What follows belongs to an exercise in optimizing a design on an open flow for small area; a production flow would make more cautious choices. RTL that was checked went through simulation tests only; none was proved equivalent to the original. Power is estimated from default activity; no workload was simulated.

==> flow/design.v <==
`timescale 1ns / 1ps
module UartLink(
    input  logic         clock,
    input  logic         reset,
    input  logic         RX,
    input  logic         ROUND_DONE,
    input  logic [191:0] dataFromMEM,
    output logic         TX,
    output logic         DONE_WRITING,
    output logic [191:0] dataToA,
    output logic [10:0]  addrA,
    output logic         weA,
    output logic [10:0]  addrtoMEM,
    output logic         memSel,
    output logic         DONE_TRANSMITTING
    );
    localparam logic [1:0] IDLE = 2'd0, START = 2'd1, DATA = 2'd2, STOP = 2'd3;
    logic [191:0] ring;
    logic [7:0]   c;        
    logic [7:0]   idx;      
    logic [9:0]   timer;    
    logic [2:0]   pkt;      
    logic [1:0]   cs;       
    logic         txm;      
    logic         waitm;    
    logic         txq;
    localparam logic [9:0] TSTART = 10'd5;
    wire tc   = (timer[4:0] == 5'd0) && (timer[7:6] == 2'd0) &&
                (txm ? !timer[8] : !timer[5]);
    wire cz   = (c == 8'd0);
    wire wrap = idx[7] & (&idx[5:0]);           
    wire ins  = !txm && (cs == DATA) && cz && !tc;
    assign weA = !txm && (cs == STOP) && cz;
    assign DONE_WRITING = weA && (pkt == 3'd7);
    logic [7:0] bsel; logic [23:0] bbit;
    always_comb begin
        bsel = 8'd0; bsel[idx[2:0]] = 1'b1;
        for (int i = 0; i < 24; i++) begin
            bbit[i] = 1'b0;
            for (int j = 0; j < 8; j++) bbit[i] = bbit[i] | (dataFromMEM[8*i+j] & bsel[j]);
        end
    end
    wire txbit = bbit[idx[7:3]];
    assign DONE_TRANSMITTING = txm && (cs == IDLE) && timer[1];
    always_ff @(posedge clock)
        ring <= {ins ? RX : ring[0], ring[191:1]};
    wire cdec = !(cs == DATA && tc);
    always_ff @(posedge clock)
        c <= (cz && cdec) ? 8'd191 : c - {7'd0, cdec};
    always_ff @(posedge clock)
        if ((cs == IDLE && !txm) || tc) timer <= TSTART;
        else                            timer <= {timer[8:0], timer[9] ^ timer[6]};
    always_ff @(posedge clock or posedge reset) begin
        if (reset) begin
            idx   <= 8'd0;
            pkt   <= 3'd0;
            cs    <= IDLE;
            txm   <= 1'b0;
            waitm <= 1'b0;
            txq   <= 1'b1;
        end else begin
            txq <= !(txm && (cs == START || (cs == DATA && !txbit)));
            case (cs)
                IDLE: begin
                    if (txm) begin
                        if (timer[1]) txm <= 1'b0;
                    end
                    else if (waitm) begin
                        if (ROUND_DONE) begin
                            waitm <= 1'b0;
                            txm   <= 1'b1;
                            cs    <= START;
                        end
                    end else if (!RX)
                        cs <= START;
                end
                START: if (tc) cs <= DATA;
                DATA: if (tc) begin
                    idx <= wrap ? 8'd0 : idx + 8'd1;
                    if (idx[2:0] == 3'd7) cs <= (txm || wrap) ? STOP : IDLE;
                end
                STOP: if (!txm) begin
                    if (cz) cs <= IDLE;
                end else if (tc) begin
                    cs <= START;
                    if (idx == 8'd0) begin
                        pkt <= pkt + 3'd1;
                        if (pkt == 3'd7) cs <= IDLE;
                    end
                end
            endcase
            if (weA) begin
                pkt <= pkt + 3'd1;
                if (pkt == 3'd7) begin
                    waitm <= 1'b1;
                    cs    <= IDLE;
                end
            end
        end
    end
    assign dataToA           = ring;
    assign addrA             = {{8{txm}}, pkt};
    assign addrtoMEM         = {{8{waitm}}, pkt};
    assign memSel            = txm;
    assign TX                = txq;
endmodule
==> flow/config.mk <==
export PLATFORM = sky130hd
export DESIGN_NAME = UartLink
export DESIGN_NICKNAME = UartLink
export VERILOG_FILES = /design/flow/design.v
export SDC_FILE = /design/flow/constraint.sdc
export NUM_CORES = 4
export LEC_CHECK = 0
export CAP_MARGIN = 20
export CORE_MARGIN = 2
export CORE_UTILIZATION = 20
export SLEW_MARGIN = 20
==> flow/constraint.sdc <==
create_clock -name core_clock -period 10.0 [get_ports {clock}]
set_input_delay 2.0000 -clock core_clock [delete_from_list [all_inputs] [get_ports {clock}]]
set_output_delay 2.0000 -clock core_clock [all_outputs]
set_load 0.01 [all_outputs]
standard.sh (not shown) runs the stock make flow with config.mk's settings and CLKGATE_MAP_FILE= SYNTH_SCRIPT=/design/flow/synth_recipe.tcl, a recipe that flattens the netlist after the stock synthesis.
==> flow/flow/run.sh <==
#!/bin/bash
# The standard layout (standard.sh, ORFS) with these changes:
#  - synthesis is the standard flow's (synth_recipe.tcl) except that ABC maps the logic
#    with flow/abc_area.script, an area-oriented script;
#  - buffer_ports makes every port buffer from the smallest buffer cell;
#  - CTS uses small clock buffers, larger sink clusters and no dummy loads.
# Each tool's output is in flow.log and in ORFS's logs under orfs/logs.
set -o pipefail
here=$(pwd)
{
  head -n 1 synth_recipe.tcl
  cat <<EOT
proc abc {args} {
  set i [lsearch -exact \$args -script]
  if {\$i >= 0} { lset args [expr {\$i + 1}] $here/flow/abc_area.script }
  yosys abc {*}\$args
}
EOT
  tail -n +2 synth_recipe.tcl
} > my_synth.tcl
bash standard.sh \
  "SYNTH_SCRIPT=$here/my_synth.tcl" \
  'BUFFER_PORTS_ARGS=-buffer_cell sky130_fd_sc_hd__buf_1' \
  'CTS_ARGS=-sink_clustering_enable -repair_clock_nets -dont_use_dummy_load -buf_list {sky130_fd_sc_hd__clkbuf_4} -sink_clustering_size 12 -sink_clustering_max_diameter 40' \
  finish > flow.log 2>&1
==> flow/flow/abc_area.script <==
strash
&get -n
&deepsyn -T 15
&put
&get -n
&nf -p -a
&put
topo
stime -c
The starting point passed the timing, DRC and antenna checks.
Edit:
--- a/flow/config.mk
+++ b/flow/config.mk
@@ -9,3 +9,4 @@
 export CORE_MARGIN = 2
 export CORE_UTILIZATION = 20
+export PLACE_DENSITY = 0.7
 export SLEW_MARGIN = 20
Effect:
- register-to-register slack got worse by 0.12 ns
- worst setup slack improved by 0.028 ns
- clock-buffer cell count falls by 1
- cell count hardly moves

== run a ==
Another version of the RTL of UartLink (not shown whole).
Size: about 510 cells after synthesis, about 230 flip-flops, ~6600 µm² of cells after synthesis.
Settings: LEC_CHECK=0, CAP_MARGIN=20, CORE_MARGIN=2, CORE_UTILIZATION=20, GPL_TIMING_DRIVEN=0, PLACE_DENSITY=0.7, SLEW_MARGIN=20; clock period 10.0 ns.
Scripts as last shown in full above: flow/flow/run.sh, flow/flow/abc_area.script
Modified inputs, run b compared to run a
Settings: GPL_TIMING_DRIVEN removed (was 0).
--- outcome ---
Diff run a -> run b | pin slew with the least headroom to its limit | decrease of 0.12 ns. Run a -> run b: final sequential cell count delta 0, exact match. Compared with run a, run b has less setup slack. Delta (run b minus run a): core utilization of the finished layout has decreased, clock-buffer cell count has decreased, power share of the clock group moved down, routed wire length climbed about 1.6%. Highest metal layer with signal wires = met5: run a; highest metal layer with signal wires = met4: run b.
Function was not checked in any run of this note: the RTL went through the layout flow alone.

==> port drivers added, routing unchanged <==
How much do the figures lean on ideal ports? The routed layouts below were timed once more, with nothing changed but the port constraints.
Step 1 sets driving cells, clkbuf_16 on the clock port and buf_2 on the other inputs (assumed; they add their load-dependent delay and slew).
Step 2 also shifts input and output timing later by t, the mid clock arrival at the registers, as if the neighbouring blocks saw the same clock.
Slacks: ideal ports / drivers / drivers and shift; pairs: ideal ports / drivers.
run | t, ns | setup WS [ns] | worst register clock-pin slew, ns
the first run of note 1 | 0.675 | 5.849 / 5.814 / 6.260 | 0.12 / 0.12
the second run of note 1 | 0.647 | 5.876 / 5.845 / 6.251 | 0.12 / 0.12
run a | 0.638 | 5.752 / 5.720 / 6.118 | 0.11 / 0.11
run b | 0.635 | 5.742 / 5.709 / 6.345 | 0.12 / 0.12
After both steps every run listed still meets setup and hold.
